Source: an optimization exercise on an open RTL-to-GDS flow (aim: small area). Production flows keep margins and buffers that such runs may drop. Only simulation tests tie the RTL to the original design; equivalence was not proved. The flow treats the clock pin as an ideal source, which a real chip does not have. Power and IR drop assume default switching activity.

==> design/flow/flow/run.sh <==
#!/bin/bash
# The standard layout (the standard.sh, standard synthesis unchanged) with
# three area changes:
#  * ports are buffered with sky130_fd_sc_hd__buf_1,
#  * clock tree synthesis uses clkbuf_8 and inserts no dummy loads; after
#    it, clock buffers driving at most 10 sinks become clkbuf_4
#    (flow/clkdown.tcl),
#  * after floorplan, each combinational cell is swapped to the smallest
#    drive strength of its own cell family (flow/downsize.tcl); later
#    repair steps resize again where slew, capacitance or timing need it.
# The make output goes to standard.log; each ORFS step logs under orfs/logs.
set -euo pipefail
F="$(pwd)/flow"
bash standard.sh \
  BUFFER_PORTS_ARGS="-buffer_cell sky130_fd_sc_hd__buf_1" \
  CTS_ARGS="-sink_clustering_enable -repair_clock_nets -dont_use_dummy_load -buf_list sky130_fd_sc_hd__clkbuf_8" \
  POST_FLOORPLAN_TCL="$F/downsize.tcl" \
  POST_CTS_TCL="$F/clkdown.tcl" \
  finish > standard.log 2>&1
==> design/flow/flow/clkdown.tcl <==
# After clock tree synthesis: clock buffers that drive few sinks are swapped
# to a smaller clock buffer (the footprint shrinks, so placement stays legal).
set db [ord::get_db]
set block [[$db getChip] getBlock]
set small [$db findMaster sky130_fd_sc_hd__clkbuf_4]
set n 0
foreach inst [$block getInsts] {
  if {[[$inst getMaster] getName] != "sky130_fd_sc_hd__clkbuf_8"} continue
  set fan 0
  foreach it [$inst getITerms] {
    if {[$it isOutputSignal]} {
      set net [$it getNet]
      if {$net != "NULL"} { set fan [expr {[llength [$net getITerms]] - 1}] }
    }
  }
  if {$fan <= 10} {
    $inst swapMaster $small
    incr n
  }
}
puts "clkdown: swapped $n clock buffers to clkbuf_4"
==> design/flow/flow/downsize.tcl <==
# Swap every combinational cell to the smallest cell with the same function
# (same pins), leaving flip-flops, taps and fillers alone.
set db [ord::get_db]
set block [[$db getChip] getBlock]
set dont_use [list]
if {[info exists ::env(DONT_USE_CELLS)]} { set dont_use $::env(DONT_USE_CELLS) }
set n 0
set saved 0
foreach inst [$block getInsts] {
  set m [$inst getMaster]
  set name [$m getName]
  if {![string match "sky130_fd_sc_hd__*" $name]} continue
  if {[string match "*df*" $name] || [string match "*dl*" $name] || [string match "*tap*" $name] || [string match "*fill*" $name] || [string match "*decap*" $name] || [string match "*conb*" $name]} continue
  set lc [get_lib_cells -quiet */$name]
  if {$lc == ""} continue
  set family [regsub {_[0-9]+$} $name ""]
  set best $m
  set best_a [expr {[$m getWidth] * [$m getHeight]}]
  foreach e [get_lib_cells -quiet */${family}_*] {
    set en [get_name $e]
    if {[regsub {_[0-9]+$} $en ""] != $family} continue
    if {[lsearch -exact $dont_use $en] >= 0} continue
    if {![sta::equiv_cells $lc $e]} continue
    set em [$db findMaster $en]
    if {$em == "NULL" || $em == ""} continue
    set a [expr {[$em getWidth] * [$em getHeight]}]
    if {$a < $best_a} { set best $em; set best_a $a }
  }
  if {$best != $m} {
    set saved [expr {$saved + [$m getWidth] * [$m getHeight] - $best_a}]
    $inst swapMaster $best
    incr n
  }
}
puts "downsize: swapped $n cells, saved [expr {$saved / 1e6}] um2"
==> design/flow/standard.sh <==
#!/bin/bash
# synth_recipe.tcl (not shown) runs the flow's synth.tcl, then flattens the netlist and writes it again
# the make line also repeats each setting of config.mk as NAME=value (left out here)
make -C /OpenROAD-flow-scripts/flow DESIGN_CONFIG=/design/flow/config.mk WORK_HOME=/design/flow/orfs CLKGATE_MAP_FILE= SYNTH_SCRIPT=/design/flow/synth_recipe.tcl "${@:-finish}"
==> design/flow/config.mk <==
export PLATFORM = sky130hd
export DESIGN_NAME = Pong_Top
export DESIGN_NICKNAME = Pong_Top
export VERILOG_FILES = /design/flow/design.v
export SDC_FILE = /design/flow/constraint.sdc
export NUM_CORES = 4
export LEC_CHECK = 0
export CAP_MARGIN = 20
export CORE_MARGIN = 2
export CORE_UTILIZATION = 40
export CTS_BUF_LIST = sky130_fd_sc_hd__clkbuf_8
export SLEW_MARGIN = 20
export SYNTH_HIERARCHICAL = 1
==> design/flow/constraint.sdc <==
create_clock -name core_clock -period 40.0 [get_ports {i_Clk}]
set_input_delay 8.0000 -clock core_clock [delete_from_list [all_inputs] [get_ports {i_Clk}]]
set_output_delay 8.0000 -clock core_clock [all_outputs]
set_load 0.01 [all_outputs]
==> design/flow/design.v <==
module Pong_Top (input i_Clk, input i_Rst, input i_Switch_2, input i_Switch_1, input i_Switch_3, input i_Switch_4,
   output o_VGA_HSync,
   output o_VGA_VSync,
   output o_VGA_Red_0,
   output o_VGA_Red_1,
   output o_VGA_Red_2,
   output o_VGA_Grn_0,
   output o_VGA_Grn_1,
   output o_VGA_Grn_2,
   output o_VGA_Blu_0,
   output o_VGA_Blu_1,
   output o_VGA_Blu_2);
function [9:0] inc10(input [9:0] x);
  integer i;
  reg c;
  begin
    c = 1'b1;
    for (i = 0; i < 10; i = i + 1) begin
      inc10[i] = x[i] ^ c;
      c = c & x[i];
    end
  end
endfunction
function [9:0] updn10(input [9:0] x, input dn);
  integer i;
  reg c;
  begin
    c = 1'b1;
    for (i = 0; i < 10; i = i + 1) begin
      updn10[i] = x[i] ^ c;
      c = c & (x[i] ^ dn);
    end
  end
endfunction
function [9:0] tog10(input [9:0] x, input en, input dn);
  integer i;
  reg c;
  begin
    c = en;
    for (i = 0; i < 10; i = i + 1) begin
      tog10[i] = x[i] ^ c;
      c = c & (x[i] ^ dn);
    end
  end
endfunction
function [5:0] sub5(input [4:0] a, input [4:0] b);
  integer i;
  reg c;
  begin
    c = 1'b1;
    for (i = 0; i < 5; i = i + 1) begin
      sub5[i] = a[i] ^ ~b[i] ^ c;
      c = (a[i] & ~b[i]) | ((a[i] | ~b[i]) & c);
    end
    sub5[5] = ~c;
  end
endfunction
function [10:0] sub10(input [9:0] a, input [9:0] b);
  integer i;
  reg c;
  begin
    c = 1'b1;
    for (i = 0; i < 10; i = i + 1) begin
      sub10[i] = a[i] ^ ~b[i] ^ c;
      c = (a[i] & ~b[i]) | ((a[i] | ~b[i]) & c);
    end
    sub10[10] = ~c;
  end
endfunction
wire [3:0] w_raw = {i_Switch_4, i_Switch_3, i_Switch_2, i_Switch_1};
reg  [7:0] r_cnt0, r_cnt1, r_cnt2, r_cnt3;
reg  [3:0] r_sw;      
reg  [3:0] r_prev;    
wire [3:0] w_rise = r_sw & ~r_prev;
function [8:0] db_next(input [7:0] cnt, input raw, input sw, input rst);
  reg z7, term, fb, en;
  begin
    z7 = ~|cnt[6:0];
    term = cnt[7] & z7;
    fb = cnt[7] ^ cnt[5] ^ cnt[4] ^ cnt[3] ^ z7;
    en = (raw ^ sw) & ~term & ~rst;
    db_next[7:0] = en ? {cnt[6:0], fb} : 8'd0;
    db_next[8] = ~rst & (term ? raw : sw);
  end
endfunction
always @(posedge i_Clk) begin
  r_prev <= r_sw;
  {r_sw[0], r_cnt0} <= db_next(r_cnt0, w_raw[0], r_sw[0], i_Rst);
  {r_sw[1], r_cnt1} <= db_next(r_cnt1, w_raw[1], r_sw[1], i_Rst);
  {r_sw[2], r_cnt2} <= db_next(r_cnt2, w_raw[2], r_sw[2], i_Rst);
  {r_sw[3], r_cnt3} <= db_next(r_cnt3, w_raw[3], r_sw[3], i_Rst);
end
reg [9:0] r_col;    
reg [4:0] r_rq;     
reg [4:0] r_rr;     
wire w_col_end = r_col[9] & r_col[8] & r_col[5];               
wire w_row_end = r_rq[4] & r_rq[0] & (&r_rr[3:0]);              
wire w_rr_end  = r_rr[4] & r_rr[3] & r_rr[2] & r_rr[0];         
wire [9:0] w_col_inc;
wire [4:0] w_rr_inc, w_rq_inc;
assign w_col_inc[0] = ~r_col[0];
inc_n #(9) u_col_inc (.x(r_col[9:1]), .en(r_col[0]), .y(w_col_inc[9:1]));
inc_n #(5) u_rr_inc (.x(r_rr), .en(w_col_end), .y(w_rr_inc));
inc_n #(5) u_rq_inc (.x(r_rq), .en(w_col_end & w_rr_end), .y(w_rq_inc));
always @(posedge i_Clk) begin
  r_col <= (i_Rst | w_col_end) ? 10'd0 : w_col_inc;
  r_rr <= (i_Rst | (w_col_end & (w_row_end | w_rr_end))) ? 5'd0 : w_rr_inc;
  r_rq <= (i_Rst | (w_col_end & w_row_end)) ? 5'd0 : w_rq_inc;
end
reg r_vsync;
always @(posedge i_Clk)
  r_vsync <= i_Rst | ~(r_rq == 5'd16 && (r_rr == 5'd10 || r_rr == 5'd11 || r_rr == 5'd12));
wire [10:0] w_h0 = sub10(r_col, 10'd659);
wire [10:0] w_h1 = sub10(10'd749, r_col);
assign o_VGA_HSync = w_h0[10] | w_h1[10];
assign o_VGA_VSync = r_vsync;
reg [3:0] r_kl, r_kr;    
function [3:0] k_wrap(input [3:0] s, input [3:0] k, input mv, input dn);
  reg wd, wu;
  begin
    wd = mv & dn & (k == 4'd1);
    wu = mv & ~dn & (k == 4'd15);
    k_wrap = s | {{3{wd}}, wd | wu};
  end
endfunction
wire w_kl_mv = w_rise[0] | w_rise[1];
wire w_kl_dn = w_rise[0];           
wire w_kr_mv = w_rise[2] | w_rise[3];
wire w_kr_dn = ~w_rise[3];          
wire [3:0] w_kl_s, w_kr_s;
tgl_n #(4) u_kl_step (.x(r_kl), .en(w_kl_mv), .dn(w_kl_dn), .y(w_kl_s));
tgl_n #(4) u_kr_step (.x(r_kr), .en(w_kr_mv), .dn(w_kr_dn), .y(w_kr_s));
wire [3:0] w_kl_next = k_wrap(w_kl_s, r_kl, w_kl_mv, w_kl_dn);
wire [3:0] w_kr_next = k_wrap(w_kr_s, r_kr, w_kr_mv, w_kr_dn);
always @(posedge i_Clk) begin
  r_kl <= i_Rst ? 4'd8 : w_kl_next;
  r_kr <= i_Rst ? 4'd8 : w_kr_next;
end
reg       r_parked;
reg       r_dir;       
reg       r_vmove;     
reg       r_vdir;      
reg [3:0] r_bq;        
reg [4:0] r_br;        
reg [9:0] r_bs;        
reg [4:0] r_div;
wire [4:0] w_div_inc;
assign w_div_inc[0] = ~r_div[0];
inc_n #(4) u_div_inc (.x(r_div[4:1]), .en(r_div[0]), .y(w_div_inc[4:1]));
wire w_step = (r_div == 5'd15);
always @(posedge i_Clk)
  r_div <= i_Rst ? 5'd0 : w_div_inc;
wire w_at_right = r_bs[9] & r_bs[6] & r_bs[5] & r_bs[3] & r_bs[2] & r_bs[0];    
wire w_at_left  = ~|r_bs[9:4] & ~r_bs[2];                                      
wire w_at_serve = (&r_bs[9:4]) & r_bs[2];                                      
wire [3:0] w_k = r_dir ? r_kr : r_kl;
wire [5:0] w_e6 = sub5({1'b0, w_k}, {1'b0, r_bq});
wire [4:0] w_e = {w_e6[5], w_e6[3:0]};
wire w_e0  = (w_e == 5'd0);
wire w_e1  = (w_e == 5'd1);
wire w_em1 = (w_e == 5'h1f);
wire w_r0   = (r_br == 5'd0);
wire w_hit  = w_e0 | w_e1 | (w_em1 & w_r0);
wire w_same = w_e0 & w_r0;
wire w_down = (w_e0 & ~w_r0) | (w_em1 & w_r0);
wire w_moving = r_dir ? ~w_at_right : ~w_at_left;
wire w_top = (r_bq == 4'd0) && (r_br == 5'd5);      
wire w_bot = (r_bq == 4'd15) && (r_br == 5'd24);    
wire w_r29 = r_br[4] & r_br[3] & r_br[2] & r_br[0];
wire w_carry = r_vdir ? w_r29 : w_r0;      
wire w_wrap  = r_vdir ? w_bot : w_top;      
wire w_serve = w_step & r_parked & w_at_serve;
wire w_en_bs = w_step & (r_parked ? ~w_at_serve : w_moving);
wire w_ld_bs = i_Rst | w_serve | (w_step & ~r_parked & ~w_moving & ~w_hit);
wire w_en_row = w_step & ~r_parked & w_moving & r_vmove;
wire w_ld_row = i_Rst | w_serve;
wire [9:0] w_bs_step;
wire [4:0] w_br_step;
wire [3:0] w_bq_step;
tgl_n #(10) u_bs_step (.x(r_bs), .en(w_en_bs), .dn(~r_parked & ~r_dir), .y(w_bs_step));
tgl_n #(5) u_br_step (.x(r_br), .en(w_en_row & ~w_carry & ~w_wrap), .dn(~r_vdir), .y(w_br_step));
tgl_n #(4) u_bq_step (.x(r_bq), .en(w_en_row & w_carry), .dn(~r_vdir), .y(w_bq_step));
always @(posedge i_Clk) begin
  r_bs <= w_ld_bs ? 10'd11 : w_bs_step;
  if (w_ld_row) begin
    r_bq <= 4'd8;
    r_br <= 5'd0;
  end else if (w_en_row & w_wrap) begin
    r_bq <= r_vdir ? 4'd0 : 4'd15;
    r_br <= r_vdir ? 5'd5 : 5'd24;
  end else if (w_en_row & w_carry) begin
    r_bq <= w_bq_step;
    r_br <= r_vdir ? 5'd0 : 5'd29;
  end else begin
    r_bq <= w_bq_step;
    r_br <= w_br_step;
  end
end
always @(posedge i_Clk) begin
  if (i_Rst) begin
    r_parked <= 1'b1;
    r_dir <= 1'b0;
  end else if (w_step) begin
    if (r_parked) begin
      if (w_at_serve) begin
        r_parked <= 1'b0;
        r_dir <= 1'b1;
        r_vmove <= 1'b0;
      end
    end else if (!w_moving) begin
      if (w_hit) begin
        r_dir <= ~r_dir;
        r_vmove <= ~w_same;
        r_vdir <= w_down;
      end else
        r_parked <= 1'b1;
    end
  end
end
wire [5:0] w_dq = sub5(r_rq, {1'b0, r_bq});
wire [5:0] w_dr = sub5(r_rr, r_br);     
wire w_dr_lo = ~w_dr[5] | (w_dr[4:2] == 3'b111);                        
wire w_dr_hi = w_dr[5] | (w_dr[4:3] == 2'b00 & ~(w_dr[2] & w_dr[1]));   
wire w_ball_row = ((w_dq == 6'd0) & w_dr_lo & w_dr_hi) ||
                  ((w_dq == 6'd1) & w_dr[5] & ~w_dr[4] & ~w_dr[3]) ||    
                  ((w_dq == 6'h3f) & ~w_dr[5] & w_dr[4] & w_dr[3] & (w_dr[2] | w_dr[1]));               
wire [10:0] w_dc = sub10(r_col, r_bs);
wire [10:0] w_p0 = sub10(r_col, 10'd11);
wire [10:0] w_p1 = sub10(10'd20, r_col);
wire [10:0] w_p2 = sub10(r_col, 10'd621);
wire [10:0] w_p3 = sub10(10'd630, r_col);
wire w_ball_col = r_parked ? (r_dir ? ~w_p2[10] & ~w_p3[10] : ~w_p0[10] & ~w_p1[10]) :
                  (~w_dc[10] & ~|w_dc[9:4] & ~(w_dc[3] & (w_dc[2] | w_dc[1])));    
wire [3:0] w_kx = r_col[9] ? r_kr : r_kl;
wire [5:0] w_dp = sub5(r_rq, {1'b0, w_kx});
wire w_pad_col = (r_col == 10'd6) || (r_col == 10'd7) || (r_col == 10'd8) || (r_col == 10'd9) ||
                 (r_col == 10'd631) || (r_col == 10'd632) || (r_col == 10'd633) || (r_col == 10'd634);
wire w_pad = w_pad_col & ((w_dp == 6'd0) | ((w_dp == 6'h3f) & (r_rr != 5'd0)));
reg r_white;
always @(posedge i_Clk)
  r_white <= ~i_Rst & (w_pad | (w_ball_row & w_ball_col));
assign o_VGA_Red_0 = r_white;
assign o_VGA_Red_1 = r_white;
assign o_VGA_Red_2 = r_white;
assign o_VGA_Grn_0 = r_white;
assign o_VGA_Grn_1 = r_white;
assign o_VGA_Grn_2 = r_white;
assign o_VGA_Blu_0 = r_white;
assign o_VGA_Blu_1 = r_white;
assign o_VGA_Blu_2 = r_white;
endmodule
module inc_bit (input x, input ci, output y, output co);
  assign y = x ^ ci;
  assign co = ci & x;
endmodule
module inc_n #(parameter N = 5) (input [N-1:0] x, input en, output [N-1:0] y);
  wire [N-1:0] c;
  assign c[0] = en;
  genvar i;
  generate for (i = 0; i < N - 1; i = i + 1) begin : g
    inc_bit u (.x(x[i]), .ci(c[i]), .y(y[i]), .co(c[i+1]));
  end endgenerate
  assign y[N-1] = x[N-1] ^ c[N-1];
endmodule
module tgl_bit (input x, input ci, input dn, output y, output co);
  assign y = x ^ ci;
  assign co = ci & (x ^ dn);
endmodule
module tgl_n #(parameter N = 10) (input [N-1:0] x, input en, input dn, output [N-1:0] y);
  wire [N-1:0] c;
  assign c[0] = en;
  genvar i;
  generate for (i = 0; i < N - 1; i = i + 1) begin : g
    tgl_bit u (.x(x[i]), .ci(c[i]), .dn(dn), .y(y[i]), .co(c[i+1]));
  end endgenerate
  assign y[N-1] = x[N-1] ^ c[N-1];
endmodule
module sub_bit (input a, input b, input ci, output y, output co);
  assign y = a ^ ~b ^ ci;
  assign co = (a & ~b) | ((a | ~b) & ci);
endmodule
module sub_n #(parameter N = 5) (input [N-1:0] a, input [N-1:0] b, output [N:0] y);
  wire [N:0] c;
  assign c[0] = 1'b1;
  genvar i;
  generate for (i = 0; i < N; i = i + 1) begin : g
    sub_bit u (.a(a[i]), .b(b[i]), .ci(c[i]), .y(y[i]), .co(c[i+1]));
  end endgenerate
  assign y[N] = ~c[N];
endmodule
==> run notes, run 1 <==
----------------------------------------------------
[Global routing]
  Via count of the first global-routing pass ... 3685
  Antenna violations before repair ... 0
  Peak-usage layer in the global routing report ... met2
  First-pass GRT wire length ... 16920 µm
  GR met2 Demand/Resource ... 24.22%
  Overall global routing resource usage ... 14.44%
  Met3 global-route usage ... 4.434%
  Fraction of met1 tracks used by global routing ... 17.94%
  Maximum number of pins on one net before global-route repair ... 34
  GRT overflow ... 0

[Power]
  Comb power frac ... 3.1%
  Clk network pwr share ... 30.7%
  Leak pwr ... 2.520 nW
  Largest voltage drop on the vdd net ... 0.00002524 V
  P per Cell Area ... 26.68 mW/mm²
  Portion of total power attributed to sequential cells ... 66.2%
  Fraction of power spent switching nets ... 22.06%
  Internal power component ... 0.0001174 W
  Switching power total ... 0.00003322 W

[Final layout]
  Most common cell after layout, fill and taps aside ... sky130_fd_sc_hd__dfxtp_1
  Total Nets Final ... 611
  Fraction of layout instances using a drive strength above 1 ... 3.052%
  Number of filler instances in the final layout ... 1299
  Number of non-filler instances in the completed layout ... 733
  Area growth syn-to-layout ... 3.700%
  Finished Cell Area ... 0.005645 mm²
  Most frequent cells in the layout ... sky130_fd_sc_hd__dfxtp_1, sky130_fd_sc_hd__and2_1, sky130_fd_sc_hd__xor2_1
  Total inserted antenna cells ... 0

[Floorplan]
  Number of I/O pins ... 17
  Starting density of the core ... 41.11%
  Core box area ... 0.01324 mm²
  Height of the die ... 120.7 µm
  # rows ... 42
  Die footprint ... 0.01456 mm²
  Width of the die ... 120.7 µm

[Placed design]
  Number of buffer cells added on primary ports ... 16
  DP Cell Count ... 724
  Gpl congestion ... 0.8429
  Dpl hpwl ... 7134 µm
  Total cell area at the placement stage ... 0.005540 mm²

[Worst setup path]
  Largest fanout of any net on the critical path ... 10
  Register-to-register setup slack ... 34.85 ns
  Crit end category ... primary output
  CP arrival ... 1.70 ns
  Critical Setup Path Class ... register to primary output
  Required time of the critical path ... 32.00 ns
  Element type at the critical path start ... register

[Route]
  DRC violation count after routing ... 0
  Routed vias ... 3686
  Detail-routed net length per standard cell ... 13.00 µm
  Drt via density ... 5.029
  Pre-Repair DR Iteration Count ... 4
  Overall routed net length ... 9528 µm
  First-iteration detailed-routing DRC count ... 200
  Antenna violation net count after detailed routing ... 0

[Logic synthesis]
  Synth area leaders ... sky130_fd_sc_hd__dfxtp_1, sky130_fd_sc_hd__xor2_1, sky130_fd_sc_hd__and2_1, sky130_fd_sc_hd__fa_1, sky130_fd_sc_hd__ha_1
  Post-Syn Nets ... 600
  Count of unique library cells instantiated by Yosys ... 67
  Sequential area share after synthesis ... 36.41%
  Portion of synthesized cell area occupied by the leading cell type ... 35.30%
  Synthesis warning total ... 7
  Number of synthesized register bits ... 98
  Asr flop ratio synth ... 0%
  Cell count after synthesis ... 548
  Leading area contributor after synthesis ... sky130_fd_sc_hd__dfxtp_1
  Post-synth design cell area ... 0.005444 mm²
  Number of enable-type register cells in the synthesized netlist ... 2
  Average footprint of a synthesized cell ... 9.934 µm²
  Flip-flop cell with the highest count after synthesis ... sky130_fd_sc_hd__dfxtp_1

[Timing]
  Maximum operating frequency ... 103.1 MHz
  Worst Hold Margin ... 0.3985 ns
  Worst-case headroom to the max-slew limit ... 39.58%
  Final total negative setup slack ... 0 ns
  Final Hold Violating Endpoints ... 0
  Unrepaired setup endpoints after global routing ... false
  Clock tree skew after final layout ... 0.03421 ns
  Final Setup Violations ... 0
  Post-route clock period utilization ... 24.26%
  Actual transition at the worst max-transition pin ... 0.9029 ns
  Number of pins with negative max-slew slack in the final report ... 0
  Post-layout min period ... 9.703 ns

[Run]
  Max capacitance violation total ... 0

[CTS]
  Reg clk slew, reported paths ... 0.11 ns
  Num Clock Sinks ... 98
  TritonCTS clock tree ... done
  Insertion delay to the later sink of the worst-skew pair ... 0.46 ns

[Hold path]
  Class of the tightest hold or removal check ... register to register

[Outcome]
  Status ... complete, no violations

----------------------------------------------------
-- worst paths after layout --
path / endpoint / startpoint / cells after the start
setup / recovery: o_VGA_HSync / r_col[1] / 5
hold / removal: r_prev[3] / r_sw[3] / 0
setup reg to reg: r_white / r_col[1] / 16
hold reg to reg: r_prev[3] / r_sw[3] / 0
-- logic make-up (layout without fill, tap and decap cells) --
logic type      count (synthesis)  count (layout)  synth area share [%]
mux                            13              13                 2.505
xor+xnor                       69              69                 11.10
simple gates                  211             211                 23.93
buf+inv                        53              62                 4.459
flops                          98              98                 36.41
compound gates                 58              58                 7.999
fa+ha+maj                      46              46                 13.61
-- area by class of cell --
class | count | area [µm²] | area share (%)
multi-input combinational | 397 | 3132 | 55.47
timing repair buffer | 18 | 75.07 | 1.330
sequential | 98 | 1982 | 35.11
tap | 176 | 220.2 | 3.901
inverter | 35 | 131.4 | 2.327
clock buffer | 9 | 105.1 | 1.862
-- modules after synthesis (local to each module, per instance), a selection --
module / cell area (µm²) / cells / flops+latches / times used
tgl_bit: 23.77 / 3 / 0 / 22
Pong_Top: 4604 / 454 / 98 / 1
inc_bit: 12.51 / 1 / 0 / 19
-- worst max-delay path: stages, from the launching register on --
cell and delay (ns):
sky130_fd_sc_hd__dfxtp_1 0.52, sky130_fd_sc_hd__a21o_1 0.19, sky130_fd_sc_hd__o21ai_0 0.08, sky130_fd_sc_hd__a31oi_1 0.19
sky130_fd_sc_hd__nand4_1 0.11, sky130_fd_sc_hd__buf_1 0.15
-- Yosys cell counts, drive strengths merged, types with 3 or more instances --
cell type and count:
dfxtp 96, and2 77, xor2 57, inv 35, ha 24, nor2 24
fa 22, nand2 21, buf 14, nor3 13, xnor2 12, a21oi 11
nand3 10, nor4 10, nand4 9, nor2b 9, mux2i 8, a21o 7
or3 7, a211oi 5, a31oi 5, and3 5, mux2 5, nand2b 5
nand4b 5, clkbuf 4, nor4b 4, o21a 4, o21ai 4, or4 4
a32o 3
-- layer usage --
layer / vias to the layer above / share of wire (%)
li1: 1882 / -
met4: 0 / 1.0
met1: 1743 / 48
met3: 7 / 4.4
met5: - / 0
met2: 54 / 47
-- power groups by stage --
stage / registers [W] / clock network (W) / logic [W]
after floorplan: 0.000102 / 0 / 0.00000400
after global placement: 0.000102 / 0 / 0.00000452
after detailed placement: 0.000102 / 0 / 0.00000467
after global routing: 0.0000999 / 0.0000532 / 0.00000551
final: 0.0000997 / 0.0000463 / 0.00000462
-- sequential cells by signal, indices dropped and copies added (netlist names), 4 cells and up --
signal / count
r_bs: 10
r_col: 10
r_cnt0: 8
r_cnt1: 8
r_cnt2: 8
r_cnt3: 8
r_br: 5
r_div: 5
r_rq: 5
r_rr: 5
r_bq: 4
r_kl: 4
r_kr: 4
r_prev: 4
r_sw: 4
-- per-stage QoR --
stage / power (W) / util (%) / worst slack, ns
after floorplan: 0.0001055 / - / 30.90
after global placement: 0.0001064 / 41.84 / 30.80
after detailed placement: 0.0001066 / 41.84 / 30.77
after global routing: 0.0001586 / 42.63 / 30.12
final: 0.0001506 / 42.63 / 30.30
==> run 2, diff against run 1 <==
--- a/design/flow/design.v
+++ b/design/flow/design.v
@@ -141,7 +141,10 @@
 reg       r_vmove;     
 reg       r_vdir;      
-reg [3:0] r_bq;        
-reg [4:0] r_br;        
-reg [9:0] r_bs;        
+reg [3:0] r_bqn;       
+reg [4:0] r_brn;       
+reg [9:0] r_bsn;       
+wire [3:0] r_bq = ~r_bqn;
+wire [4:0] r_br = ~r_brn;
+wire [9:0] r_bs = ~r_bsn;
 reg [4:0] r_div;
 wire [4:0] w_div_inc;
@@ -178,21 +181,21 @@
 wire [4:0] w_br_step;
 wire [3:0] w_bq_step;
-tgl_n #(10) u_bs_step (.x(r_bs), .en(w_en_bs), .dn(~r_parked & ~r_dir), .y(w_bs_step));
-tgl_n #(5) u_br_step (.x(r_br), .en(w_en_row & ~w_carry & ~w_wrap), .dn(~r_vdir), .y(w_br_step));
-tgl_n #(4) u_bq_step (.x(r_bq), .en(w_en_row & w_carry), .dn(~r_vdir), .y(w_bq_step));
-always @(posedge i_Clk) begin
-  r_bs <= w_ld_bs ? 10'd11 : w_bs_step;
+tgl_n #(10) u_bs_step (.x(r_bsn), .en(w_en_bs), .dn(r_parked | r_dir), .y(w_bs_step));
+tgl_n #(5) u_br_step (.x(r_brn), .en(w_en_row & ~w_carry & ~w_wrap), .dn(r_vdir), .y(w_br_step));
+tgl_n #(4) u_bq_step (.x(r_bqn), .en(w_en_row & w_carry), .dn(r_vdir), .y(w_bq_step));
+always @(posedge i_Clk) begin
+  r_bsn <= w_ld_bs ? ~10'd11 : w_bs_step;
   if (w_ld_row) begin
-    r_bq <= 4'd8;
-    r_br <= 5'd0;
+    r_bqn <= ~4'd8;
+    r_brn <= ~5'd0;
   end else if (w_en_row & w_wrap) begin
-    r_bq <= r_vdir ? 4'd0 : 4'd15;
-    r_br <= r_vdir ? 5'd5 : 5'd24;
+    r_bqn <= r_vdir ? ~4'd0 : ~4'd15;
+    r_brn <= r_vdir ? ~5'd5 : ~5'd24;
   end else if (w_en_row & w_carry) begin
-    r_bq <= w_bq_step;
-    r_br <= r_vdir ? 5'd0 : 5'd29;
+    r_bqn <= w_bq_step;
+    r_brn <= r_vdir ? ~5'd0 : ~5'd29;
   end else begin
-    r_bq <= w_bq_step;
-    r_br <= w_br_step;
+    r_bqn <= w_bq_step;
+    r_brn <= w_br_step;
   end
 end
--- a/design/flow/flow/run.sh
+++ b/design/flow/flow/run.sh
@@ -4,5 +4,5 @@
 #  * ports are buffered with sky130_fd_sc_hd__buf_1,
 #  * clock tree synthesis uses clkbuf_8 and inserts no dummy loads; after
-#    it, clock buffers driving at most 10 sinks become clkbuf_4
+#    it, clock buffers driving at most 12 sinks become clkbuf_4
 #    (flow/clkdown.tcl),
 #  * after floorplan, each combinational cell is swapped to the smallest
--- a/design/flow/flow/clkdown.tcl
+++ b/design/flow/flow/clkdown.tcl
@@ -14,5 +14,5 @@
     }
   }
-  if {$fan <= 10} {
+  if {$fan <= 12} {
     $inst swapMaster $small
     incr n
==> run 2 against run 1 <==
  * Largest power group unchanged
  * Clock skew down 0.0036 ns
  * Still clean on timing, DRC and antenna
  * Worst setup slack better by 0.024 ns
  * Register-to-register slack about the same
  * Power down 1.7%
==> run notes, run 2 <==
----------------------------------------------------
[Worst setup path]
  Element type at the critical path start ... register
  Required time of the critical path ... 32.00 ns (about the same)
  Cell count of the worst reg-to-reg path ... 16 (unchanged)
  CP arrival ... 1.68 ns (-0.02 ns)
  Largest fanout of any net on the critical path ... 8 (-2)
  Crit end category ... primary output
  Critical Setup Path Class ... register to primary output

[Logic synthesis]
  Post-Syn Nets ... 595 (-0.83%)
  Sequential area share after synthesis ... 36.69% (+0.29 points)
  Count of unique library cells instantiated by Yosys ... 64 (-4.5%)
  Most instantiated library cell after synthesis ... sky130_fd_sc_hd__dfxtp_1
  Number of synthesized register bits ... 98 (unchanged)
  Flip-flop cell with the highest count after synthesis ... sky130_fd_sc_hd__dfxtp_1
  Synthesis warning total ... 7 (unchanged)
  Cell count after synthesis ... 543 (-0.91%)
  Leading area contributor after synthesis ... sky130_fd_sc_hd__dfxtp_1
  Synth top cells by count ... sky130_fd_sc_hd__dfxtp_1, sky130_fd_sc_hd__and2_1, sky130_fd_sc_hd__xor2_1, sky130_fd_sc_hd__inv_1, sky130_fd_sc_hd__nor2_1
  Number of enable-type register cells in the synthesized netlist ... 2 (unchanged)
  Asr flop ratio synth ... 0% (unchanged)
  Portion of synthesized cell area occupied by the leading cell type ... 35.58% (+0.28 points)
  Average footprint of a synthesized cell ... 9.947 µm² (+0.13%)
  Post-synth design cell area ... 0.005401 mm² (-0.78%)
  Synth area leaders ... sky130_fd_sc_hd__dfxtp_1, sky130_fd_sc_hd__xor2_1, sky130_fd_sc_hd__and2_1, sky130_fd_sc_hd__fa_1, sky130_fd_sc_hd__ha_1

[Final layout]
  Most common cell after layout, fill and taps aside ... sky130_fd_sc_hd__dfxtp_1
  Total Nets Final ... 609 (-0.33%)
  Registers with the most flip-flops ... r_bsn x10, r_col x10
  Fraction of layout instances using a drive strength above 1 ... 4.144% (+1.1 points)
  Number of non-filler instances in the completed layout ... 731 (-0.27%)
  Total inserted antenna cells ... 0 (unchanged)
  Most frequent cells in the layout ... sky130_fd_sc_hd__dfxtp_1, sky130_fd_sc_hd__and2_1, sky130_fd_sc_hd__xor2_1
  Area growth syn-to-layout ... 3.961%
  Final core area utilization ... 42.57% (-0.058 points)

[Placed design]
  Worst slack at placement ... 30.70 ns (-0.07040 ns)
  Gpl congestion ... 0.8196 (-2.8%)
  Number of buffer cells added on primary ports ... 16 (unchanged)
  DP Cell Count ... 722 (-0.28%)
  Dpl hpwl ... 7179 µm (+0.63%)

[Route]
  Detail-routed net length per standard cell ... 13.15 µm (+1.1%)
  DRC violation count after routing ... 0 (unchanged)
  Overall routed net length ... 9611 µm (+0.87%)
  Routed vias ... 3658 (-0.76%)
  First-iteration detailed-routing DRC count ... 154 (-23%)
  Antenna violation net count after detailed routing ... 0 (unchanged)
  Drt via density ... 5.004 (-0.49%)
  Pre-Repair DR Iteration Count ... 7 (+3)

[CTS]
  Reg clk slew, reported paths ... 0.12 ns (about the same)
  Insertion delay to the later sink of the worst-skew pair ... 0.46 ns (about the same)
  Num Clock Sinks ... 98 (unchanged)
  TritonCTS clock tree ... done

[Hold path]
  Hold depth ... 0 (unchanged)
  Class of the tightest hold or removal check ... register to register

[Global routing]
  Fraction of met1 tracks used by global routing ... 18.16% (+0.22 points)
  Via count of the first global-routing pass ... 3709 (+0.65%)
  First-pass GRT wire length ... 16970 µm (+0.29%)
  GR met2 Demand/Resource ... 24.61% (+0.39 points)
  Peak-usage layer in the global routing report ... met2
  Overall global routing resource usage ... 14.53% (+0.096 points)
  Antenna violations before repair ... 0 (unchanged)
  Maximum number of pins on one net before global-route repair ... 33 (-2.9%)
  Met3 global-route usage ... 3.349% (-1.1 points)
  GRT overflow ... 0 (unchanged)

[Power]
  Leak pwr ... 2.392 nW (-5.1%)
  Largest voltage drop on the vdd net ... 0.00002008 V (-20%)
  P per Cell Area ... 26.36 mW/mm² (-1.2%)
  Total power after layout ... 0.0001480 W (-1.7%)

[Timing]
  Maximum operating frequency ... 103.3 MHz (+0.24%)
  Final total negative setup slack ... 0 ns (unchanged)
  Post-route clock period utilization ... 24.20% (-0.059 points)
  Post-layout min period ... 9.680 ns (-0.02360 ns)
  Unrepaired setup endpoints after global routing ... false
  Setup slack of the critical path after layout ... 30.32 ns (+0.02360 ns)
  Final Hold Violating Endpoints ... 0 (unchanged)
  Final Setup Violations ... 0 (unchanged)
  Worst-case headroom to the max-slew limit ... 43.20% (+3.6 points)
  Number of pins with negative max-slew slack in the final report ... 0 (unchanged)
  Clock tree skew after final layout ... 0.03065 ns (-0.003563 ns)
  Actual transition at the worst max-transition pin ... 0.8469 ns (-0.05602 ns)

[Floorplan]
  Starting density of the core ... 40.95% (-0.16 points)
  Width of the die ... 120.2 µm (-0.38%)
  # rows ... 42 (unchanged)
  Die footprint ... 0.01445 mm² (-0.75%)
  Number of I/O pins ... 17 (unchanged)
  Height of the die ... 120.2 µm (-0.38%)
  Core box area ... 0.01319 mm² (-0.40%)

[Outcome]
  Status ... complete, no violations

[Run]
  Max capacitance violation total ... 0 (unchanged)

----------------------------------------------------
[run 2: final timing paths]
path	startpoint	end	slack, ns
setup / recovery	r_col[1]	o_VGA_HSync	30.32
hold / removal	r_sw[3]	r_prev[3]	0.39
setup reg to reg	r_col[0]	r_white	34.86
hold reg to reg	r_sw[3]	r_prev[3]	0.39
[run 2: cells by family after synthesis]
logic type | after synthesis | synth area share [%]
buffers and inverters | 49 | 4.146
adder cells (fa/ha/maj) | 46 | 13.71
AND/OR/NAND/NOR | 210 | 23.53
AO/OA/AOI/OAI | 55 | 7.714
XOR/XNOR | 69 | 11.19
multiplexers | 16 | 3.011
flip-flops | 98 | 36.69
[run 2: area by class of cell]
class,instances,area (µm²)
Inverter,35,131.4
Multi-Input combinational cell,396,3128
Tap cell,176,220.2
Clock buffer,9,86.33
Sequential cell,98,1982
Fill cell,1283,7575
Timing Repair Buffer,17,67.56
[run 2: metrics by stage]
step | cell area, µm² | hold WS [ns]
finish | 5615 | 0.3888
global route | 5615 | 0.3785
floorplan | 5401 | 0.3753
global placement | 5529 | 0.3841
detailed placement | 5529 | 0.3907
[run 2: routing by layer]
| layer | vias to the layer above | wire, µm |
|---|---|---|
| li1 | 1865 | - |
| met1 | 1746 | 4495 |
| met2 | 37 | 4692 |
| met3 | 10 | 278 |
| met4 | 0 | 144 |
| met5 | - | 0 |
[run 2: critical path, stage by stage (launching register included)]
cell and delay [ns]:
sky130_fd_sc_hd__dfxtp_1 0.52, sky130_fd_sc_hd__a21o_1 0.18, sky130_fd_sc_hd__o21ai_0 0.08, sky130_fd_sc_hd__a21oi_1 0.20
sky130_fd_sc_hd__nand4b_1 0.11, sky130_fd_sc_hd__buf_1 0.15
[run 2: Yosys stat by module, one instance, submodules excluded, excerpt]
module | times used | cells | flip-flops and latches | cell area [µm²]
tgl_bit | 22 | 3 | 0 | 23.77
Pong_Top | 1 | 449 | 98 | 4562
inc_bit | 19 | 1 | 0 | 12.51
[run 2: power breakdown]
part	switching (W)	internal, W
Sequential	0.000000937	0.0000987
Combinational	0.00000271	0.00000195
Clock	0.0000300	0.0000137
==> run 3, diff against run 2 <==
--- a/design/flow/flow/run.sh
+++ b/design/flow/flow/run.sh
@@ -4,5 +4,5 @@
 #  * ports are buffered with sky130_fd_sc_hd__buf_1,
 #  * clock tree synthesis uses clkbuf_8 and inserts no dummy loads; after
-#    it, clock buffers driving at most 12 sinks become clkbuf_4
+#    it, clock buffers driving at most 10 sinks become clkbuf_4
 #    (flow/clkdown.tcl),
 #  * after floorplan, each combinational cell is swapped to the smallest
--- a/design/flow/flow/clkdown.tcl
+++ b/design/flow/flow/clkdown.tcl
@@ -14,5 +14,5 @@
     }
   }
-  if {$fan <= 12} {
+  if {$fan <= 10} {
     $inst swapMaster $small
     incr n
==> run 3 against run 2 <==
  * Critical endpoint unchanged
  * Sequential cell count unchanged
  * Sequential power about the same
  * Clock skew increased by 0.0059 ns
  * Count of clock-buffer cells in the layout unchanged
  * Final cell count unchanged
  * Register-to-register slack about the same
  * Highest routed layer unchanged
  * Still clean on timing, DRC and antenna
  * Wire length decreased by 0.22%
  * Clock power increased by 5.0%
==> run notes, run 3 <==
----------------------------------------------------
[Logic synthesis]
  Synthesis warning total ... 7 (unchanged)
  Post-Syn Nets ... 595 (unchanged)
  Synth area leaders ... sky130_fd_sc_hd__dfxtp_1, sky130_fd_sc_hd__xor2_1, sky130_fd_sc_hd__and2_1, sky130_fd_sc_hd__fa_1, sky130_fd_sc_hd__ha_1
  Asr flop ratio synth ... 0% (unchanged)
  Post-synth design cell area ... 0.005401 mm² (unchanged)
  Flip-flop cell with the highest count after synthesis ... sky130_fd_sc_hd__dfxtp_1
  Number of enable-type register cells in the synthesized netlist ... 2 (unchanged)
  Portion of synthesized cell area occupied by the leading cell type ... 35.58% (unchanged)
  Count of unique library cells instantiated by Yosys ... 64 (unchanged)
  Number of synthesized register bits ... 98 (unchanged)
  Synth top cells by count ... sky130_fd_sc_hd__dfxtp_1, sky130_fd_sc_hd__and2_1, sky130_fd_sc_hd__xor2_1, sky130_fd_sc_hd__inv_1, sky130_fd_sc_hd__nor2_1
  Sequential area share after synthesis ... 36.69% (unchanged)
  Leading area contributor after synthesis ... sky130_fd_sc_hd__dfxtp_1
  Average footprint of a synthesized cell ... 9.947 µm² (unchanged)
  Most instantiated library cell after synthesis ... sky130_fd_sc_hd__dfxtp_1
  Cell count after synthesis ... 543 (unchanged)

[Final layout]
  Footprint of the multi-input gates ... 0.003128 mm² (unchanged)
  Registers with the most flip-flops ... r_bsn x10, r_col x10
  Most frequent cells in the layout ... sky130_fd_sc_hd__dfxtp_1, sky130_fd_sc_hd__and2_1, sky130_fd_sc_hd__xor2_1
  Sequential cell area ... 0.001982 mm² (unchanged)
  Most common cell after layout, fill and taps aside ... sky130_fd_sc_hd__dfxtp_1
  Area growth syn-to-layout ... 4.193%
  Number of filler instances in the final layout ... 1282 (-0.078%)
  Fraction of layout instances using a drive strength above 1 ... 4.144% (unchanged)
  Total inserted antenna cells ... 0 (unchanged)
  Final core area utilization ... 42.67% (+0.095 points)
  Total Nets Final ... 609 (unchanged)

[Timing]
  Final total negative setup slack ... 0 ns (unchanged)
  Final Hold Violating Endpoints ... 0 (unchanged)
  Final Setup Violations ... 0 (unchanged)
  Actual transition at the worst max-transition pin ... 0.8433 ns (-0.003564 ns)
  Post-route clock period utilization ... 24.20% (about the same)
  Maximum operating frequency ... 103.3 MHz (about the same)
  Setup slack of the critical path after layout ... 30.32 ns (+0.0002000 ns)
  Post-layout min period ... 9.680 ns (-0.0002000 ns)
  Number of pins with negative max-slew slack in the final report ... 0 (unchanged)
  Worst-case headroom to the max-slew limit ... 43.44% (+0.24 points)
  Clock tree skew after final layout ... 0.03658 ns (+0.005932 ns)
  Unrepaired setup endpoints after global routing ... false

[CTS]
  Insertion delay to the later sink of the worst-skew pair ... 0.46 ns (about the same)
  Reg clk slew, reported paths ... 0.10 ns (-0.02 ns)
  TritonCTS clock tree ... done
  Num Clock Sinks ... 98 (unchanged)

[Floorplan]
  Starting density of the core ... 40.95% (unchanged)
  Core box area ... 0.01319 mm² (unchanged)
  Number of I/O pins ... 17 (unchanged)
  Die footprint ... 0.01445 mm² (unchanged)
  Height of the die ... 120.2 µm (unchanged)
  # rows ... 42 (unchanged)
  Width of the die ... 120.2 µm (unchanged)

[Worst setup path]
  Reg-to-reg endpoint ... r_white
  Crit end category ... primary output
  Critical Setup Path Class ... register to primary output
  Cell count of the worst reg-to-reg path ... 16 (unchanged)
  Crit Reg-Reg Startpoint ... r_col[0]
  CP arrival ... 1.68 ns (about the same)
  Required time of the critical path ... 32.00 ns (about the same)
  Element type at the critical path start ... register
  Register-to-register setup slack ... 34.86 ns (about the same)
  Largest fanout of any net on the critical path ... 8 (unchanged)
  CP Launch Point ... r_col[1]
  End of the critical path ... o_VGA_HSync

[Route]
  Antenna violation net count after detailed routing ... 0 (unchanged)
  Overall routed net length ... 9590 µm (-0.22%)
  Routed vias ... 3668 (+0.27%)
  Pre-Repair DR Iteration Count ... 5 (-2)
  Detail-routed net length per standard cell ... 13.12 µm (-0.22%)
  DRC violation count after routing ... 0 (unchanged)
  Drt via density ... 5.018 (+0.27%)
  First-iteration detailed-routing DRC count ... 142 (-7.8%)

[Global routing]
  Via count of the first global-routing pass ... 3708 (-0.027%)
  Maximum number of pins on one net before global-route repair ... 33 (unchanged)
  GRT overflow ... 0 (unchanged)
  First-pass GRT wire length ... 16970 µm (unchanged)
  Antenna violations before repair ... 0 (unchanged)
  Overall global routing resource usage ... 14.53% (unchanged)

[Hold path]
  Class of the tightest hold or removal check ... register to register

[Power]
  Leak pwr ... 2.398 nW (+0.22%)
  Largest voltage drop on the vdd net ... 0.00001983 V (-1.2%)
  Comb power frac ... 3.1% (about the same)
  P per Cell Area ... 26.69 mW/mm² (+1.3%)
  Total power after layout ... 0.0001502 W (+1.5%)
  Fraction of power spent switching nets ... 22.49% (-0.23 points)
  Internal power component ... 0.0001164 W (+1.8%)
  Switching power total ... 0.00003379 W (+0.44%)
  Clk network pwr share ... 30.6% (+1.1 points)
  Portion of total power attributed to sequential cells ... 66.3% (-1.0 points)

[Placed design]
  Worst slack at placement ... 30.70 ns (unchanged)
  Number of buffer cells added on primary ports ... 16 (unchanged)
  Gpl congestion ... 0.8196 (unchanged)
  Dpl hpwl ... 7179 µm (unchanged)

[Outcome]
  Status ... complete, no violations

[Run]
  Max capacitance violation total ... 0 (unchanged)

----------------------------------------------------
## run 3: cell counts after synthesis
No cell type changed its count.
## run 3: kinds of logic after synthesis
logic type	Yosys count	share of synthesized area, %
fa+ha+maj	46	13.71
simple gates	210	23.53
mux	16	3.011
flops	98	36.69
buf+inv	49	4.146
compound gates	55	7.714
xor+xnor	69	11.19
## run 3: worst min-delay path by stage
stage,cells past startpoint,end,slack (ns),from
floorplan,0,r_prev[0],0.38,r_sw[0]
global placement,0,r_prev[3],0.38,r_sw[3]
detailed placement,0,r_prev[3],0.39,r_sw[3]
global route,0,r_prev[1],0.42,r_sw[1]
finish,0,r_prev[1],0.40,r_sw[1]
## run 3: per-module statistics from Yosys, one instance, submodules excluded, excerpt
| module | copies in the design | flops+latches | cells | area [µm²] |
|---|---|---|---|---|
| inc_bit | 19 | 0 | 1 | 12.51 |
| tgl_bit | 22 | 0 | 3 | 23.77 |
| Pong_Top | 1 | 98 | 449 | 4562 |
## run 3: metrics by stage
stage | cells | hold slack, ns | cell area (µm²)
3_3_place_gp | 722 | 0.3841 | 5529
5_1_grt | 731 | 0.4224 | 5628
2_1_floorplan | 543 | 0.3753 | 5401
3_5_place_dp | 722 | 0.3907 | 5529
6_report | 731 | 0.4029 | 5628
## run 3: area by class of cell
type	instances	area share [%]
inverters	35	2.334
flip-flops and latches	98	35.22
multi-input cells	396	55.58
repair buffers	17	1.201
well taps	176	3.913
clock buffers	9	1.756
## run 3: worst max-delay path, cell delays in order, from the launching register on
cell	delay [ns]
sky130_fd_sc_hd__dfxtp_1	0.52
sky130_fd_sc_hd__a21o_1	0.18
sky130_fd_sc_hd__o21ai_0	0.07
sky130_fd_sc_hd__a21oi_1	0.19
sky130_fd_sc_hd__nand4b_1	0.11
sky130_fd_sc_hd__buf_1	0.15
## run 3: layer usage
metal	vias to the layer above	share of wire, %	routed length (µm)	global-route usage (%)
li1	1865	-	-	-
met1	1741	46	4410	18.16
met2	51	49	4681	24.61
met3	11	3.6	350	3.349
met4	0	1.5	148	5.074
met5	-	0	0	0
## run 3: power groups by stage
stage                     Sequential, W  Combinational [W]  Clock [W]
after floorplan                0.000102         0.00000346          0
after global placement         0.000102         0.00000445          0
after detailed placement       0.000102         0.00000477          0
after global routing          0.0000999         0.00000553  0.0000522
final                         0.0000996         0.00000466  0.0000459
==> run 4, diff against run 3 <==
--- a/design/flow/design.v
+++ b/design/flow/design.v
@@ -266,16 +266,28 @@
   assign y[N-1] = x[N-1] ^ c[N-1];
 endmodule
-module tgl_bit (input x, input ci, input dn, output y, output co);
+module tgl_bit (input x, input ci, input dn, output y, output co_n);
   assign y = x ^ ci;
-  assign co = ci & (x ^ dn);
+  assign co_n = ~(ci & (x ^ dn));
+endmodule
+module tgl_bit_n (input x, input ci_n, input dn, output y, output co);
+  assign y = ~(x ^ ci_n);
+  assign co = ~(ci_n | ~(x ^ dn));
 endmodule
 module tgl_n #(parameter N = 10) (input [N-1:0] x, input en, input dn, output [N-1:0] y);
-  wire [N-1:0] c;
+  wire [N-1:0] c;      
   assign c[0] = en;
   genvar i;
   generate for (i = 0; i < N - 1; i = i + 1) begin : g
-    tgl_bit u (.x(x[i]), .ci(c[i]), .dn(dn), .y(y[i]), .co(c[i+1]));
+    if (i % 2 == 0) begin : e
+      tgl_bit u (.x(x[i]), .ci(c[i]), .dn(dn), .y(y[i]), .co_n(c[i+1]));
+    end else begin : o
+      tgl_bit_n u (.x(x[i]), .ci_n(c[i]), .dn(dn), .y(y[i]), .co(c[i+1]));
+    end
   end endgenerate
-  assign y[N-1] = x[N-1] ^ c[N-1];
+  if ((N - 1) % 2 == 0) begin : le
+    assign y[N-1] = x[N-1] ^ c[N-1];
+  end else begin : lo
+    assign y[N-1] = ~(x[N-1] ^ c[N-1]);
+  end
 endmodule
 module sub_bit (input a, input b, input ci, output y, output co);
==> run 4 against run 3 <==
  * Power is essentially flat
  * Synthesized cell count is the same
  * Largest cell class unchanged
  * Clock power is essentially flat
  * Critical path depth is the same
  * Sequential share of layout area grew 0.31 points
  * Critical path type unchanged
  * Highest routed layer unchanged
  * Area after synthesis shrank 1.0%
  * Worst hold slack lost 0.0022 ns
  * Worst setup slack gained 0.0014 ns
==> run notes, run 4 <==
----------------------------------------------------
[Logic synthesis]
  Synth area leaders ... sky130_fd_sc_hd__dfxtp_1, sky130_fd_sc_hd__fa_1, sky130_fd_sc_hd__and2_1, sky130_fd_sc_hd__xor2_1, sky130_fd_sc_hd__ha_1
  Portion of synthesized cell area occupied by the leading cell type ... 35.95% (+0.37 points)
  Most instantiated library cell after synthesis ... sky130_fd_sc_hd__dfxtp_1
  Number of enable-type register cells in the synthesized netlist ... 2 (unchanged)
  Synthesis warning total ... 7 (unchanged)
  Post-Syn Nets ... 595 (unchanged)
  Mux contribution to synthesized area ... 3.042% (+0.031 points)
  Count of unique library cells instantiated by Yosys ... 64 (unchanged)
  Number of synthesized register bits ... 98 (unchanged)
  Leading area contributor after synthesis ... sky130_fd_sc_hd__dfxtp_1
  Post-Synth Simple-Gate Area ... 22.75% (-0.79 points)
  Asr flop ratio synth ... 0% (unchanged)
  Cell count after synthesis ... 543 (unchanged)
  Adder-cell area share of the yosys netlist ... 13.85% (+0.14 points)
  Synth Area in XOR/XNOR ... 11.30% (+0.12 points)
  Area fraction in compound gates after synthesis ... 7.793% (+0.079 points)
  Average footprint of a synthesized cell ... 9.846 µm² (-1.0%)
  Post-synth design cell area ... 0.005346 mm² (-1.0%)
  Main combinational cell family by area after synthesis ... simple AND/OR/NAND/NOR gates
  Flip-flop cell with the highest count after synthesis ... sky130_fd_sc_hd__dfxtp_1
  Sequential area share after synthesis ... 37.07% (+0.38 points)
  Synth top cells by count ... sky130_fd_sc_hd__dfxtp_1, sky130_fd_sc_hd__and2_1, sky130_fd_sc_hd__nor2_1, sky130_fd_sc_hd__inv_1, sky130_fd_sc_hd__xor2_1

[Route]
  Drt via density ... 4.948 (-1.4%)
  First-iteration detailed-routing DRC count ... 148 (+4.2%)
  Pre-Repair DR Iteration Count ... 4 (-1)
  DRC violation count after routing ... 0 (unchanged)
  Routed vias ... 3617 (-1.4%)
  Antenna violation net count after detailed routing ... 0 (unchanged)
  Detail-routed net length per standard cell ... 12.89 µm (-1.7%)
  Overall routed net length ... 9424 µm (-1.7%)

[Hold path]
  Critical hold path startpoint ... r_sw[1]
  Hold depth ... 0 (unchanged)
  Class of the tightest hold or removal check ... register to register
  Worst min-delay path endpoint ... r_prev[1]

[Floorplan]
  Number of I/O pins ... 17 (unchanged)
  Core box area ... 0.01314 mm² (-0.40%)
  Height of the die ... 119.6 µm (-0.49%)
  Starting density of the core ... 40.70% (-0.26 points)
  Die footprint ... 0.01431 mm² (-0.99%)
  Width of the die ... 119.6 µm (-0.49%)
  # rows ... 42 (unchanged)

[Global routing]
  Via count of the first global-routing pass ... 3588 (-3.2%)
  Maximum number of pins on one net before global-route repair ... 33 (unchanged)
  Overall global routing resource usage ... 14.03% (-0.50 points)
  GRT overflow ... 0 (unchanged)
  Antenna violations before repair ... 0 (unchanged)
  First-pass GRT wire length ... 16310 µm (-3.9%)

[Timing]
  Clock tree skew after final layout ... 0.03154 ns (-0.005039 ns)
  Final Hold Violating Endpoints ... 0 (unchanged)
  Final Setup Violations ... 0 (unchanged)
  Worst Hold Margin ... 0.4007 ns (-0.002180 ns)
  Unrepaired setup endpoints after global routing ... false
  Maximum operating frequency ... 103.3 MHz (about the same)
  Post-route clock period utilization ... 24.20% (about the same)
  Worst-case headroom to the max-slew limit ... 43.50% (+0.064 points)
  Final total negative setup slack ... 0 ns (unchanged)
  Post-layout min period ... 9.678 ns (-0.001400 ns)
  Actual transition at the worst max-transition pin ... 0.8424 ns (-0.0009472 ns)
  Number of pins with negative max-slew slack in the final report ... 0 (unchanged)

[Worst setup path]
  Bufs and invs on worst path ... 1 (unchanged)
  Reg-to-reg endpoint ... r_white
  Crit path largest cell delay ... 0.52 ns (about the same)
  Required time of the critical path ... 32.00 ns (about the same)
  Largest fanout of any net on the critical path ... 8 (unchanged)
  Worst path cell trace ... a21o_1 > o21ai_0 > a21oi_1 > nand4b_1 > buf_1
  Crit Reg-Reg Startpoint ... r_col[0]
  Cell count of the worst reg-to-reg path ... 16 (unchanged)
  Register-to-register setup slack ... 34.79 ns (-0.07 ns)
  Critical Setup Path Class ... register to primary output
  Crit end category ... primary output
  Element type at the critical path start ... register
  Standard cell with the maximum stage delay on the critical path ... sky130_fd_sc_hd__dfxtp_1
  CP arrival ... 1.68 ns (about the same)
  Worst path top cell family by delay ... flip-flops

[CTS]
  Num Clock Sinks ... 98 (unchanged)
  TritonCTS clock tree ... done
  Insertion delay to the later sink of the worst-skew pair ... 0.46 ns (about the same)
  Reg clk slew, reported paths ... 0.10 ns (about the same)

[Outcome]
  Status ... complete, no violations

[Power]
  Leak pwr ... 2.314 nW (-3.5%)
  Largest voltage drop on the vdd net ... 0.00002357 V (+19%)
  P per Cell Area ... 26.91 mW/mm² (+0.80%)

[Final layout]
  Final core area utilization ... 42.47% (-0.20 points)
  Number of filler instances in the final layout ... 1318 (+2.8%)
  Most common cell after layout, fill and taps aside ... sky130_fd_sc_hd__dfxtp_1
  Total Nets Final ... 609 (unchanged)
  Area growth syn-to-layout ... 4.353%
  Most frequent cells in the layout ... sky130_fd_sc_hd__dfxtp_1, sky130_fd_sc_hd__and2_1, sky130_fd_sc_hd__nor2_1
  Registers with the most flip-flops ... r_bsn x10, r_col x10
  Total inserted antenna cells ... 0 (unchanged)
  Footprint of the multi-input gates ... 0.003073 mm² (-1.8%)
  Fraction of layout instances using a drive strength above 1 ... 4.144% (unchanged)
  Sequential cell area ... 0.001982 mm² (unchanged)

[Placed design]
  Dpl hpwl ... 7112 µm (-0.93%)
  Gpl congestion ... 0.7866 (-4.0%)
  Number of buffer cells added on primary ports ... 16 (unchanged)

[Run]
  Max capacitance violation total ... 0 (unchanged)

----------------------------------------------------
==> run 4: kinds of logic after synthesis <==
group | Yosys count
AOI/OAI and AO/OA | 55
xor gates and xnor gates | 69
adders and majority gates | 46
buffers and inverters | 49
DFF | 98
muxes | 16
and+or+nand+nor | 210
==> run 4: per-layer routing <==
metal	global-route usage (%)	up-vias	share of wire, %
met5	0	-	0
met4	4.191	0	1.3
met3	3.279	9	2.2
met2	24.57	21	50
met1	17.12	1727	47
li1	-	1860	-
==> run 4: per-module statistics from Yosys (local to each module, per instance), excerpt <==
| module | copies in the design | flops+latches |
|---|---|---|
| inc_bit | 19 | 0 |
| tgl_bit | 13 | 0 |
| tgl_bit_n | 9 | 0 |
| Pong_Top | 1 | 98 |
==> run 4: per-stage QoR <==
step	cells	setup WS, ns	total power (W)	instance area [µm²]
2_1_floorplan	543	31.03	0.0001051	5346
3_3_place_gp	722	30.72	0.0001063	5474
3_5_place_dp	722	30.67	0.0001066	5474
5_1_grt	731	30.14	0.0001572	5579
6_report	731	30.32	0.0001501	5579
==> run 4: report_power, final <==
part / internal [W] / switching [W]
Clock: 0.0000168 / 0.0000291
Sequential: 0.0000987 / 0.000000955
Combinational: 0.00000191 / 0.00000268
==> run 4: area by class of cell <==
class                   count  share of cell area (%)
multi-input cells         396                   55.08
flip-flops and latches     98                   35.52
well taps                 176                   3.947
inverters                  35                   2.355
clock buffers               9                   1.884
repair buffers             17                   1.211
==> run 4: worst max path at each step <==
stage,end,startpoint,depth (start not counted),slack [ns]
after detailed placement,r_bsn[5],i_Rst,5,30.67
after global placement,r_bsn[8],i_Rst,5,30.72
after floorplan,o_VGA_HSync,r_col[1],4,31.03
after global routing,o_VGA_HSync,r_col[1],5,30.14
final,o_VGA_HSync,r_col[1],5,30.32
==> run 4: worst register-to-register path: stages, from the launching register on <==
cell and delay [ns]:
sky130_fd_sc_hd__dfxtp_1 0.39, sky130_fd_sc_hd__or2_2 0.33, sky130_fd_sc_hd__fa_1 0.36, sky130_fd_sc_hd__inv_1 0.08, sky130_fd_sc_hd__fa_1 0.15, sky130_fd_sc_hd__inv_1 0.05
sky130_fd_sc_hd__fa_1 0.39, sky130_fd_sc_hd__fa_1 0.40, sky130_fd_sc_hd__fa_1 0.40, sky130_fd_sc_hd__fa_1 0.41, sky130_fd_sc_hd__fa_1 0.40, sky130_fd_sc_hd__fa_1 0.40
sky130_fd_sc_hd__fa_1 0.44, sky130_fd_sc_hd__nor4b_1 0.38, sky130_fd_sc_hd__a31oi_1 0.14, sky130_fd_sc_hd__a311o_1 0.30, sky130_fd_sc_hd__a21oi_1 0.13
==> run 5, diff against run 4 <==
--- a/design/flow/flow/run.sh
+++ b/design/flow/flow/run.sh
@@ -4,5 +4,5 @@
 #  * ports are buffered with sky130_fd_sc_hd__buf_1,
 #  * clock tree synthesis uses clkbuf_8 and inserts no dummy loads; after
-#    it, clock buffers driving at most 10 sinks become clkbuf_4
+#    it, clock buffers driving at most 12 sinks become clkbuf_4
 #    (flow/clkdown.tcl),
 #  * after floorplan, each combinational cell is swapped to the smallest
--- a/design/flow/flow/clkdown.tcl
+++ b/design/flow/flow/clkdown.tcl
@@ -14,5 +14,5 @@
     }
   }
-  if {$fan <= 10} {
+  if {$fan <= 12} {
     $inst swapMaster $small
     incr n
--- a/design/flow/config.mk
+++ b/design/flow/config.mk
@@ -8,5 +8,5 @@
 export CAP_MARGIN = 20
 export CORE_MARGIN = 2
-export CORE_UTILIZATION = 40
+export CORE_UTILIZATION = 65
 export CTS_BUF_LIST = sky130_fd_sc_hd__clkbuf_8
 export SLEW_MARGIN = 20
==> run 5 against run 4 <==
  * Clock power down 7.2%
  * First-iteration DRC count down 14%
  * Largest power group unchanged
  * Largest cell class unchanged
  * Combinational power up 3%
==> run notes, run 5 <==
----------------------------------------------------
[Power]
  Fraction of power spent switching nets ... 22.18% (+0.40 points)
  Largest voltage drop on the vdd net ... 0.00002000 V (-15%)
  P per Cell Area ... 26.87 mW/mm² (-0.12%)
  Comb power frac ... 3.2% (about the same)
  Clk network pwr share ... 29.0% (-1.5 points)
  Internal power component ... 0.0001144 W (-2.6%)
  Leak pwr ... 2.306 nW (-0.34%)
  Portion of total power attributed to sequential cells ... 67.8% (+1.4 points)
  Switching power total ... 0.00003261 W (-0.24%)

[Logic synthesis]
  Number of synthesized register bits ... 98 (unchanged)
  Portion of synthesized cell area occupied by the leading cell type ... 35.95% (unchanged)
  Number of enable-type register cells in the synthesized netlist ... 2 (unchanged)
  Synth area leaders ... sky130_fd_sc_hd__dfxtp_1, sky130_fd_sc_hd__fa_1, sky130_fd_sc_hd__and2_1, sky130_fd_sc_hd__xor2_1, sky130_fd_sc_hd__ha_1
  Flip-flop cell with the highest count after synthesis ... sky130_fd_sc_hd__dfxtp_1
  Post-Syn Nets ... 595 (unchanged)
  Synthesis warning total ... 7 (unchanged)
  Asr flop ratio synth ... 0% (unchanged)
  Cell count after synthesis ... 543 (unchanged)
  Most instantiated library cell after synthesis ... sky130_fd_sc_hd__dfxtp_1
  Leading area contributor after synthesis ... sky130_fd_sc_hd__dfxtp_1
  Count of unique library cells instantiated by Yosys ... 64 (unchanged)
  Post-synth design cell area ... 0.005346 mm² (unchanged)
  Synth top cells by count ... sky130_fd_sc_hd__dfxtp_1, sky130_fd_sc_hd__and2_1, sky130_fd_sc_hd__nor2_1, sky130_fd_sc_hd__inv_1, sky130_fd_sc_hd__xor2_1
  Average footprint of a synthesized cell ... 9.846 µm² (unchanged)
  Sequential area share after synthesis ... 37.07% (unchanged)

[Worst setup path]
  Element type at the critical path start ... register
  Reg-to-reg endpoint ... r_white
  Worst path cell trace ... a21o_1 > o21ai_0 > a21oi_1 > nand4b_1 > buf_1
  Crit Reg-Reg Startpoint ... r_col[0]
  Crit end category ... primary output
  Cell count of the worst reg-to-reg path ... 16 (unchanged)
  Critical Setup Path Class ... register to primary output
  Required time of the critical path ... 32.00 ns (about the same)
  Register-to-register setup slack ... 34.90 ns (+0.11 ns)
  Worst path top cell family by delay ... flip-flops
  Bufs and invs on worst path ... 1 (unchanged)
  Standard cell with the maximum stage delay on the critical path ... sky130_fd_sc_hd__dfxtp_1
  Instance count on the critical path ... 5 (unchanged)
  Crit path largest cell delay ... 0.53 ns (about the same)
  Largest fanout of any net on the critical path ... 8 (unchanged)
  CP arrival ... 1.62 ns (-0.06 ns)
  CP Launch Point ... r_col[1]
  End of the critical path ... o_VGA_HSync

[Route]
  Routed wire length on met3 ... 274 µm (+32%)
  First-iteration detailed-routing DRC count ... 128 (-14%)
  Top Layer Used ... met4
  Overall routed net length ... 9499 µm (+0.80%)
  Pre-Repair DR Iteration Count ... 4 (unchanged)
  Routed vias ... 3650 (+0.91%)
  Met1 Routed Length ... 4046 µm (-8.2%)
  Antenna violation net count after detailed routing ... 0 (unchanged)
  DRC violation count after routing ... 0 (unchanged)
  Met2 routed wirelength ... 5088 µm (+8.7%)
  Detail-routed net length per standard cell ... 14.39 µm (+12%)
  Drt via density ... 5.530 (+12%)

[Final layout]
  Number of non-filler instances in the completed layout ... 660 (-9.7%)
  Total Nets Final ... 609 (unchanged)
  Area growth syn-to-layout ... 2.340%
  Most common cell after layout, fill and taps aside ... sky130_fd_sc_hd__dfxtp_1
  Fraction of layout instances using a drive strength above 1 ... 4.144% (unchanged)
  Most frequent cells in the layout ... sky130_fd_sc_hd__dfxtp_1, sky130_fd_sc_hd__and2_1, sky130_fd_sc_hd__nor2_1
  Registers with the most flip-flops ... r_bsn x10, r_col x10
  Number of filler instances in the final layout ... 710 (-46%)
  Total inserted antenna cells ... 0 (unchanged)

[Floorplan]
  Core box area ... 0.008093 mm² (-38%)
  # rows ... 33 (-21%)
  Starting density of the core ... 66.06% (+25 points)
  Width of the die ... 94.69 µm (-21%)
  Number of I/O pins ... 17 (unchanged)
  Height of the die ... 94.69 µm (-21%)
  Die footprint ... 0.008966 mm² (-37%)

[Placed design]
  Number of buffer cells added on primary ports ... 16 (unchanged)
  Dpl hpwl ... 7179 µm (+0.95%)
  DP Cell Count ... 651 (-9.8%)
  Gpl congestion ... 0.8350 (+6.2%)

[Timing]
  Clock tree skew after final layout ... 0.03661 ns (+0.005072 ns)
  Actual transition at the worst max-transition pin ... 0.8349 ns (-0.007451 ns)
  Final Setup Violations ... 0 (unchanged)
  Maximum operating frequency ... 103.9 MHz (+0.60%)
  Post-route clock period utilization ... 24.05% (-0.14 points)
  Final total negative setup slack ... 0 ns (unchanged)
  Post-layout min period ... 9.621 ns (-0.05780 ns)
  Number of pins with negative max-slew slack in the final report ... 0 (unchanged)
  Unrepaired setup endpoints after global routing ... false
  Final Hold Violating Endpoints ... 0 (unchanged)
  Worst-case headroom to the max-slew limit ... 44.00% (+0.50 points)

[CTS]
  Reg clk slew, reported paths ... 0.10 ns (about the same)
  Insertion delay to the later sink of the worst-skew pair ... 0.43 ns (-0.03 ns)
  Num Clock Sinks ... 98 (unchanged)
  TritonCTS clock tree ... done

[Global routing]
  Maximum number of pins on one net before global-route repair ... 33 (unchanged)
  GRT overflow ... 0 (unchanged)
  Overall global routing resource usage ... 23.13% (+9.1 points)
  Via count of the first global-routing pass ... 3678 (+2.5%)
  First-pass GRT wire length ... 16440 µm (+0.76%)
  Antenna violations before repair ... 0 (unchanged)

[Hold path]
  Class of the tightest hold or removal check ... register to register

[Outcome]
  Status ... complete, no violations

[Run]
  Max capacitance violation total ... 0 (unchanged)

----------------------------------------------------
==> run 5: cell counts after synthesis <==
No cell type changed its count.
==> run 5: area by class of cell <==
type | instances | area, µm² | area share [%]
Clock buffer | 9 | 86.33 | 1.578
Timing Repair Buffer | 17 | 67.56 | 1.235
Tap cell | 105 | 131.4 | 2.401
Inverter | 35 | 131.4 | 2.401
Multi-Input combinational cell | 396 | 3073 | 56.16
Sequential cell | 98 | 1982 | 36.22
==> run 5: layer usage <==
layer	global-route usage [%]	up-vias
met5	0	-
met1	27.18	1755
li1	-	1858
met3	4.150	5
met2	42.49	32
met4	7.367	0
==> run 5: power groups by stage <==
stage	clock network, W	registers (W)	logic [W]
after floorplan	0	0.000102	0.00000346
after global routing	0.0000473	0.0000998	0.00000558
final	0.0000426	0.0000997	0.00000474
after global placement	0	0.000102	0.00000447
after detailed placement	0	0.000102	0.00000481
==> run 5: worst min path at each step <==
stage          slack (ns)  cells after the start         to    start
6_report             0.40                      0  r_prev[1]  r_sw[1]
5_1_grt              0.42                      0  r_prev[0]  r_sw[0]
3_5_place_dp         0.39                      0  r_prev[3]  r_sw[3]
3_3_place_gp         0.39                      0  r_prev[1]  r_sw[1]
2_1_floorplan        0.38                      0  r_prev[0]  r_sw[0]
==> run 5: Yosys stat by module (local to each module, per instance), a selection <==
module	area [µm²]	times used	flops+latches	cells inside
tgl_bit	21.27	13	0	3
inc_bit	12.51	19	0	1
Pong_Top	4562	1	98	449
tgl_bit_n	21.27	9	0	3
==> run 5: stage by stage <==
stage	cell area [µm²]	total power [W]	hold slack, ns	utilization (%)	setup slack, ns
floorplan	5346	0.0001051	0.3753	-	31.03
global placement	5385	0.0001064	0.3859	66.54	30.74
detailed placement	5385	0.0001067	0.3892	66.54	30.71
global route	5472	0.0001527	0.4229	67.61	30.28
finish	5472	0.0001470	0.3996	67.61	30.38
==> run 5: cell families (layout without fill, tap and decap cells) <==
family                   Yosys count  count (layout)  share of synthesized area, %
AO/OA/AOI/OAI                     55              55                         7.794
XOR/XNOR                          69              69                         11.30
adder cells (fa/ha/maj)           46              46                         13.85
buffers and inverters             49              61                         4.189
flip-flops                        98              98                         37.07
multiplexers                      16              16                         3.042
AND/OR/NAND/NOR                  210             210                         22.75

==> what the ideal ports hide <==
How much do the figures lean on ideal ports? The routed layouts below were timed once more, with nothing changed but the port constraints. Step 1, drivers: a clkbuf_16 drives i_Clk and a buf_2 each remaining input, both assumed. Step 2 times the ports against the registers' clock, not the clock port: input delays grow and output delays shrink by t, the midpoint of the rising clock arrivals with the driver on. Slacks: ideal ports / drivers / drivers and shift; pairs: ideal ports / drivers.
run	t (ns)	setup WS [ns]	clock arrival spread, ns	slew at the worst register clock pin (ns)	worst slew at a driven data input, ns
run 1	0.477	30.296 / 30.267 / 30.742	0.034 / 0.034	0.11 / 0.11	0.03
run 2	0.473	30.320 / 30.288 / 30.731	0.032 / 0.032	0.12 / 0.12	0.04
run 3	0.477	30.320 / 30.288 / 30.686	0.036 / 0.036	0.12 / 0.12	0.04
run 4	0.472	30.322 / 30.290 / 30.652	0.032 / 0.031	0.10 / 0.10	0.04
run 5	0.449	30.380 / 30.345 / 30.713	0.037 / 0.037	0.12 / 0.12	0.03
After both steps every run listed still meets setup and hold.
